Context: an optimization exercise on an open-source flow, tuned for small area, a short achievable clock period and few clock cycles. The choices shown serve that exercise and are no tape-out recipe.
Function was checked by simulation only, so behaviour that the tests miss may differ from the original.

==> v36 <==
==> flow/design.v (excerpt) <==
module fpu_double( clk, rst, enable, rmode, fpu_op, opa, opb, out, ready, underflow,
overflow, inexact, exception, invalid);
Settings: LEC_CHECK=0, CAP_MARGIN=40, CORE_MARGIN=2, CORE_UTILIZATION=40, PLACE_DENSITY=0.45, SETUP_SLACK_MARGIN=4.2, SLEW_MARGIN=40; clock period 7.5 ns.
run.sh (not shown) runs the stock make flow with config.mk's settings and CLKGATE_MAP_FILE= SYNTH_SCRIPT=/design/flow/synth_recipe.tcl, a recipe that flattens the netlist after the stock synthesis.
==> v37 (differences from v36) <==
--- a/flow/design.v
+++ b/flow/design.v
@@ -32,48 +32,46 @@
 wire idle = oh[S_IDLE];
 wire start = enable & ~en_d;
 reg [63:0] A, B;
 reg [1:0]  OPR, RMR;
 reg a_zero, b_zero, a_inf, b_inf, a_qnan, b_qnan, a_snan, b_snan;
 reg an, bn;            
 reg agt, aeq;          
 reg [10:0] dab, dba;   
-reg        esub_w;     
 reg  [3:0] mgt, meq;   
 wire mge = mgt[3] | (meq[3] & (mgt[2] | (meq[2] & (mgt[1] | (meq[1] & (mgt[0] | meq[0]))))));
 wire [10:0] diff = agt ? dab : dba;
 wire [10:0] ea_p = opa[62:52], eb_p = opb[62:52];
 wire an_p = |ea_p, bn_p = |eb_p;
 wire [10:0] dab_p = ea_p - eb_p;
 wire [11:0] dba_p = {1'b0, eb_p} - {1'b0, ea_p};
 wire agt_p = dba_p[11];
 wire [10:0] ea = A[62:52], eb = B[62:52];
 wire sa = A[63], sb = B[63];
 reg [63:0] X, Y;       
 reg [59:0] R;          
-reg [55:0] Q;          
-reg [55:0] QN;         
+reg [55:0] Q, QM;      
 reg        qprev;      
 reg        r0c, r1c;   
 reg        neg3;       
 reg        Dh;         
 reg [11:0] E, E2;      
 reg        e_is0, e_ge2, e_is1;
 reg        c_add, c_sub, c_mul, c_div, c_finr;
 reg        first;       
 reg        sgn;
 reg        stk;        
 reg [6:0]  cnt;
 reg [11:0] cnt2;
 reg        esub;
 reg        mfast;
 reg        et0, dright;
 reg        cpa_sub1;    
-wire       cpa_cin = cpa_sub1 | (oh[S_MC] & r0c) | (oh[S_D30] & ~R[55]);
+wire       cpa_cin = cpa_sub1 | (oh[S_MC] & r0c);
 wire [63:0] cpa_y = {Y[63:1], Y[0] | (oh[S_MC] & r1c)};
 wire [64:0] cpa_w = {X, cpa_cin} + {cpa_y, cpa_cin};
 wire [63:0] cpa = cpa_w[64:1];
 wire a_den = ~an, b_den = ~bn;
 wire a_ge_b = agt | (aeq & mge);
 wire [55:0] fa = {1'b0, an, A[51:0], 2'b00};
 wire [55:0] fb = {1'b0, bn, B[51:0], 2'b00};
 wire [55:0] LA = a_ge_b ? fa : fb;
@@ -93,16 +91,17 @@
 wire [55:0] shifted = ({56{sa54[0]}} & shx2[55:0]) | ({56{sa54[1]}} & shx2[71:16])
                     | ({56{sa54[2]}} & shx2[87:32]) | ({56{sa54[3]}} & shx2[103:48])
                     | {56{~|sa54 & esub_w}};
 wire small_den = agt ? b_den : a_den;
 wire fix_fast = ~small_den & (diff >= 11'd55);
 wire [55:0] SS0 = (aeq & mge) ? (fb ^ {56{esub_w}}) : shifted;
 wire [55:0] SS = {SS0[55:1], SS0[0] ^ fix_fast};    
 wire [10:0] el = agt ? ea : eb;
+wire esub_w = OPR[0] ^ sa ^ sb;
 wire sub_sign = a_ge_b ? sa : (~sb ^ (OPR == 2'b00));
 wire small_nz = agt ? (|B[51:0]) : (|A[51:0]);
 wire mfirst = first;
 wire [52:0] Mm = {an, A[51:0]};
 reg [11:0] bdig;
 function [2:0] benc;
   input [2:0] b;
   benc = {b[2] & ~(b[1] & b[0]), (b == 3'b011) | (b == 3'b100), b[1] ^ b[0]};
@@ -146,35 +145,32 @@
 wire [57:0] qD4 = q_two ? {2'b0, Dv, 3'b0} : q_one ? {3'b0, Dv, 2'b0} : 58'd0;
 wire [57:0] dT = q_pos ? ~qD4 : qD4;
 wire [57:0] w4s = {ws, 2'b00};
 wire [57:0] w4c = {wc, 2'b00};
 wire [57:0] ns = w4s ^ w4c ^ dT;
 wire [57:0] nc = {((w4s & w4c) | (w4s & dT) | (w4c & dT)), q_pos};
 reg  [3:0] qh;    
 wire [57:0] D2x = {2'b0, Dv, 3'b0}, D1x = {3'b0, Dv, 2'b0};
-reg  [53:46] shs, shc;
-reg  [51:40] dsh;
-wire [55:44] D2n = {1'b1, dsh[51:41]}, D1n = {2'b01, dsh[51:42]};
-wire [55:44] dTn = ({12{qh[3]}} & ~D2n) | ({12{qh[2]}} & ~D1n)
-                 | ({12{qh[1]}} & D1n) | ({12{qh[0]}} & D2n);
-wire [55:44] w4sn = {shs[53:46], ws[45:42]}, w4cn = {shc[53:46], wc[45:42]};
-wire [55:45] nsn = w4sn[55:45] ^ w4cn[55:45] ^ dTn[55:45];
-wire [55:45] ncn = (w4sn[54:44] & w4cn[54:44]) | (w4sn[54:44] & dTn[54:44]) | (w4cn[54:44] & dTn[54:44]);
-wire [6:0] yhat = nsn[55:49] + ncn[55:49];
+wire [55:48] dTn = ({8{qh[3]}} & ~D2x[55:48]) | ({8{qh[2]}} & ~D1x[55:48])
+                 | ({8{qh[1]}} & D1x[55:48]) | ({8{qh[0]}} & D2x[55:48]);
+wire [55:48] w4sn = ws[53:46], w4cn = wc[53:46];
+wire [55:49] nsn = w4sn[55:49] ^ w4cn[55:49] ^ dTn[55:49];
+wire [55:49] ncn = (w4sn[54:48] & w4cn[54:48]) | (w4sn[54:48] & dTn[54:48]) | (w4cn[54:48] & dTn[54:48]);
+wire [6:0] yhat = nsn + ncn;
 wire [2:0] qd;
-fpu_srt_sel qs(.y(yhat), .d(dsh[51:49]), .q(qd));
+fpu_srt_sel qs(.y(yhat), .d(Dv[51:49]), .q(qd));
 wire q1two = ((opb[51:49] == 3'd0) & opa[51]) | ((opb[51:49] == 3'd1) & opa[51] & opa[50])
            | ((opb[51:49] == 3'd2) & (&opa[51:49]));
 wire [2:0] qd1 = {1'b0, q1two, ~q1two};
 wire [1:0] qmag = q_two ? 2'd2 : q_one ? 2'd1 : 2'd0;
-wire [55:0] Q_nx  = {Q[53:0], q_neg ? 2'd0 : qmag};
-wire [55:0] QN_nx = {QN[53:0], q_neg ? qmag : 2'd0};
+wire [55:0] Q_nx  = q_neg ? {QM[53:0], 2'd0 - qmag} : {Q[53:0], qmag};
+wire [55:0] QM_nx = (q_pos) ? {Q[53:0], qmag - 2'd1} : {QM[53:0], 2'd3 - qmag};
 wire wneg = R[55];
-wire rmsb_f = X[3] ^ ~Y[3] ^ wneg;    
+wire rmsb_f = wneg ? QM[0] : Q[0];
 wire [1:0] cmul = {1'b0, wneg} + {1'b0, rmsb_f};
 wire [52:0] zx = R[54:2];
 wire [52:0] zy = cmul == 2'd1 ? Dv : cmul == 2'd2 ? {Dv[51:0], 1'b0} : 53'd0;
 wire zdiv = ~|((zx ^ zy) ^ {(zx[51:0] | zy[51:0]), 1'b0});
 wire [11:0] d_et  = {1'b0, ea} + 12'd1023;
 wire        d_uf1 = {1'b0, eb} > d_et;
 wire [11:0] d_uft1 = d_uf1 ? ({1'b0, eb} - d_et) : 12'd0;
 wire [11:0] d_ef1 = d_et - {1'b0, eb};
@@ -259,52 +255,51 @@
     out <= rnd_out;
     {underflow, overflow, inexact, exception, invalid} <= rnd_flags;
   end
 end
 wire dstep = oh[S_D] & ~(first & dabort);
 wire dn_sha = oh[S_DN] & ~X[52] & (cnt != 7'd53);
 wire dr2_upd = oh[S_DR2] & (cnt != 7'd1);
 wire [63:0] Xcap = (fpu_op[1:0] == 2'b10) ? {1'b1, 63'd0} : {11'd0, an_p, opa[51:0]};
-wire x_hold = ~(oh[S_IDLE] | oh[S_A1] | oh[S_M] | dstep | dn_sha | oh[S_DE4] | dr2_upd | oh[S_D29]);
+wire x_hold = ~(oh[S_IDLE] | oh[S_A1] | oh[S_M] | dstep | dn_sha | oh[S_DE4] | dr2_upd);
 wire xf = oh[S_M] | dstep;
 wire [63:0] X_fast = oh[S_M] ? l3s : {8'd0, ns[55:0]};
 wire [63:0] X_slow =
     ({64{oh[S_IDLE]}} & Xcap)
   | ({64{oh[S_A1]}} & {5'd0, LA, 3'd0})
-  | ({64{oh[S_D29]}} & {5'd0, Q, 3'd0})
   | ({64{dn_sha}} & {X[63:53], X[51:0], 1'b0})
   | ({64{oh[S_DE4]}} & {10'd0, X[53:0]})
   | ({64{dr2_upd}} & {X[63:54], (R[59] ? {X[52:0], 1'b0} : {R[52:0], 1'b0})})
   | ({64{x_hold}} & X);
 wire [63:0] X_nx = xf ? X_fast : X_slow;
 wire a1b_fix = small_nz & (esub ? &Y : ~|Y);
-wire y_hold = ~(oh[S_IDLE] | oh[S_A1] | oh[S_M] | dstep | oh[S_DE4] | oh[S_A1B] | oh[S_D29]);
+wire y_hold = ~(oh[S_IDLE] | oh[S_A1] | oh[S_M] | dstep | oh[S_DE4] | oh[S_A1B]);
 wire [63:0] Y_fast = oh[S_M] ? l3c : {8'd0, nc[55:0]};
 wire [63:0] Y_slow =
     ({64{oh[S_A1]}} & {{5{esub_w}}, SS, {3{esub_w}}})
   | ({64{oh[S_A1B]}} & {Y[63:4], Y[3] ^ a1b_fix, Y[2:0]})
   | ({64{oh[S_DE4]}} & ~{11'd0, Dv})
-  | ({64{oh[S_D29]}} & ~{5'd0, QN, 3'd0})
   | ({64{y_hold}} & Y);
 wire [63:0] Y_nx = xf ? Y_fast : Y_slow;
-wire r_cpa = oh[S_A2] | oh[S_MC] | oh[S_D29] | oh[S_D30] | oh[S_DR1];
+wire r_cpa = oh[S_A2] | oh[S_MC] | oh[S_D29] | oh[S_DR1];
 wire sn_sh = oh[S_SN] & ~sn_done;
 wire ms_zero = oh[S_MS0] & ((a_zero | b_zero) | (~m_egt & (m_eu >= 12'd106)));
 wire p_shr = (oh[S_MSR] & (cnt2 != 12'd0)) | (oh[S_MSL] & ~msl_go & (E == 12'd0));
 wire p_shl = oh[S_MSL] & msl_go;
 wire dps_go = oh[S_DPS] & (cnt2 != 12'd0);
 wire q_shr = dps_go & dright;
 wire q_shl = dps_go & ~dright;
-wire r_hold = ~(r_cpa | sn_sh | ms_zero | p_shr | p_shl | oh[S_DP] | q_shr | q_shl | oh[S_DFIN]);
+wire r_hold = ~(r_cpa | sn_sh | ms_zero | p_shr | p_shl | oh[S_D30] | oh[S_DP] | q_shr | q_shl | oh[S_DFIN]);
 wire [59:0] R_nx =
     ({60{r_cpa}} & cpa[59:0])
   | ({60{sn_sh}} & {R[58:0], 1'b0})
   | ({60{p_shr}} & {R[59:58], 1'b0, R[57:1]})
   | ({60{p_shl}} & {R[59:58], R[56:0], Q[55]})
+  | ({60{oh[S_D30]}} & {2'b00, (wneg ? QM[54:0] : Q[54:0]), 3'b000})
   | ({60{oh[S_DP]}} & {2'b00, Q[54:0], 3'b000})
   | ({60{q_shr}} & {R[59:58], 1'b0, R[57:4], R[2:0]})
   | ({60{q_shl}} & {R[59:58], R[56:3], Q[55], R[2:0]})
   | ({60{oh[S_DFIN]}} & {1'b0, E2[0], R[57:0]})
   | ({60{r_hold}} & R);
 wire q_hold = ~(oh[S_IDLE] | oh[S_M] | dstep | ms_zero | p_shr | p_shl | oh[S_DE4] | oh[S_DR2] | oh[S_DP] | q_shr | q_shl);
 wire [55:0] Q_nx2 =
     ({56{oh[S_IDLE]}} & {3'd0, bn_p, opb[51:0]})
@@ -315,43 +310,39 @@
   | ({56{p_shl}} & {Q[54:8], 1'b0, Q[7:0]})
   | ({56{oh[S_DR2]}} & {Q[54:0], ~R[59]})
   | ({56{oh[S_DP]}} & {X[52:0], 3'b000})
   | ({56{q_shr}} & {R[3], Q[55:4], Q[2:0]})
   | ({56{q_shl}} & {Q[54:3], 1'b0, Q[2:0]})
   | ({56{q_hold}} & Q);
 always @(posedge clk) begin
   qr <= oh[S_IDLE] ? qd1 : qd;
-  shs <= oh[S_IDLE] ? Xcap[53:46] : nsn[53:46];
-  if (oh[S_IDLE]) dsh <= opb[51:40];
-  shc <= oh[S_IDLE] ? 8'd0 : ncn[53:46];
   qh <= oh[S_IDLE] ? {qd1[1], qd1[0], 2'b00} : {~qd[2] & qd[1], ~qd[2] & qd[0], qd[2] & qd[0], qd[2] & qd[1]};
   bdig <= oh[S_IDLE] ? bdig_cap : bdig_m;
   X <= X_nx;
   Y <= Y_nx;
   R <= R_nx;
   Q <= Q_nx2;
-  QN <= QN_nx;
+  if (dstep) QM <= QM_nx;
 end
 always @(posedge clk) begin
   case (st)
   S_IDLE: begin
     A <= opa; B <= opb; OPR <= fpu_op[1:0]; RMR <= rmode;
     a_zero <= ~|opa[62:0];
     b_zero <= ~|opb[62:0];
     a_inf  <= (&ea_p) & ~|opa[51:0];
     b_inf  <= (&eb_p) & ~|opb[51:0];
     a_qnan <= (&ea_p) & (|opa[51:0]) & opa[51];
     b_qnan <= (&eb_p) & (|opb[51:0]) & opb[51];
     a_snan <= (&ea_p) & (|opa[51:0]) & ~opa[51];
     b_snan <= (&eb_p) & (|opb[51:0]) & ~opb[51];
     an <= an_p; bn <= bn_p;
     agt <= agt_p; aeq <= (ea_p == eb_p);
     dab <= dab_p; dba <= dba_p[10:0];
-    esub_w <= fpu_op[0] ^ opa[63] ^ opb[63];
     lnsd <= agt_p ? (~bn_p & an_p) : (~an_p & bn_p);
     mgt <= {opa[51:39] > opb[51:39], opa[38:26] > opb[38:26], opa[25:13] > opb[25:13], opa[12:0] > opb[12:0]};
     meq <= {opa[51:39] == opb[51:39], opa[38:26] == opb[38:26], opa[25:13] == opb[25:13], opa[12:0] == opb[12:0]};
     Dh <= bn_p;
     dfast_r <= dfast_p;
     qprev <= 1'b0; r0c <= 1'b0; r1c <= 1'b0; neg3 <= 1'b0;
     cnt <= 7'd0; cnt2 <= 12'd0;
     stk <= 1'b0;
CORE_UTILIZATION = 45   (was 40)
PLACE_DENSITY = 0.48   (was 0.45)
==> summary of the runs <==
In v37 the non-clock buffer count is higher than in v36, by 54. Wire length: v36 is larger than v37 (4.4%). In v36 the synthesized cell count is larger than in v37, by about 1.1%. Of v36 and v37, v36 has the higher die area (gap 10%, measured against v37).
==> figures <==
quantity	v37	v36
Result of the run	no timing/DRC/antenna violations	no timing/DRC/antenna violations
Worst-skew pair later-pin latency	0.77 ns	0.80 ns
WP data arrival	4.44 ns	4.45 ns
Worst path required time	8.13 ns	8.02 ns
Clock-pin transition on the worst setup and hold timing paths	0.06 ns	0.07 ns
Mapped Cells	8443	8539
Area of the mapped netlist	71000 µm²	69700 µm²
Testbench counts of v36, summed over its fixed seeds: cycles 25,837.
Testbench counts of v37, summed over its fixed seeds: cycles 25,837.

## separate check: timing with driven ports
Ports are ideal in the flow. The routed layouts listed here were re-timed in OpenROAD.
Step 1 (the two cells are an assumption about what drives the block):
set clk [get_ports {clk}]
set_driving_cell -lib_cell sky130_fd_sc_hd__clkbuf_16 $clk
set_driving_cell -lib_cell sky130_fd_sc_hd__buf_2 [delete_from_list [all_inputs] $clk]
Step 2 also shifts input and output timing later by t, the mid clock arrival at the registers, as if the neighbouring blocks saw the same clock.
Three values: ideal ports, drivers, drivers and shift; two values: the first two.
| run | t, ns | slack for setup (ns) | cell pins on the clock port's net |
|---|---|---|---|
| v36 | 0.857 | 3.563 / 3.563 / 3.257 | 1 |
| v37 | 0.828 | 3.692 / 3.692 / 3.217 | 1 |
After both steps every run listed still meets setup and hold. The setup slack of v37, which loses most, moves by 0.000 ns with the drivers and by -0.475 ns with both steps.
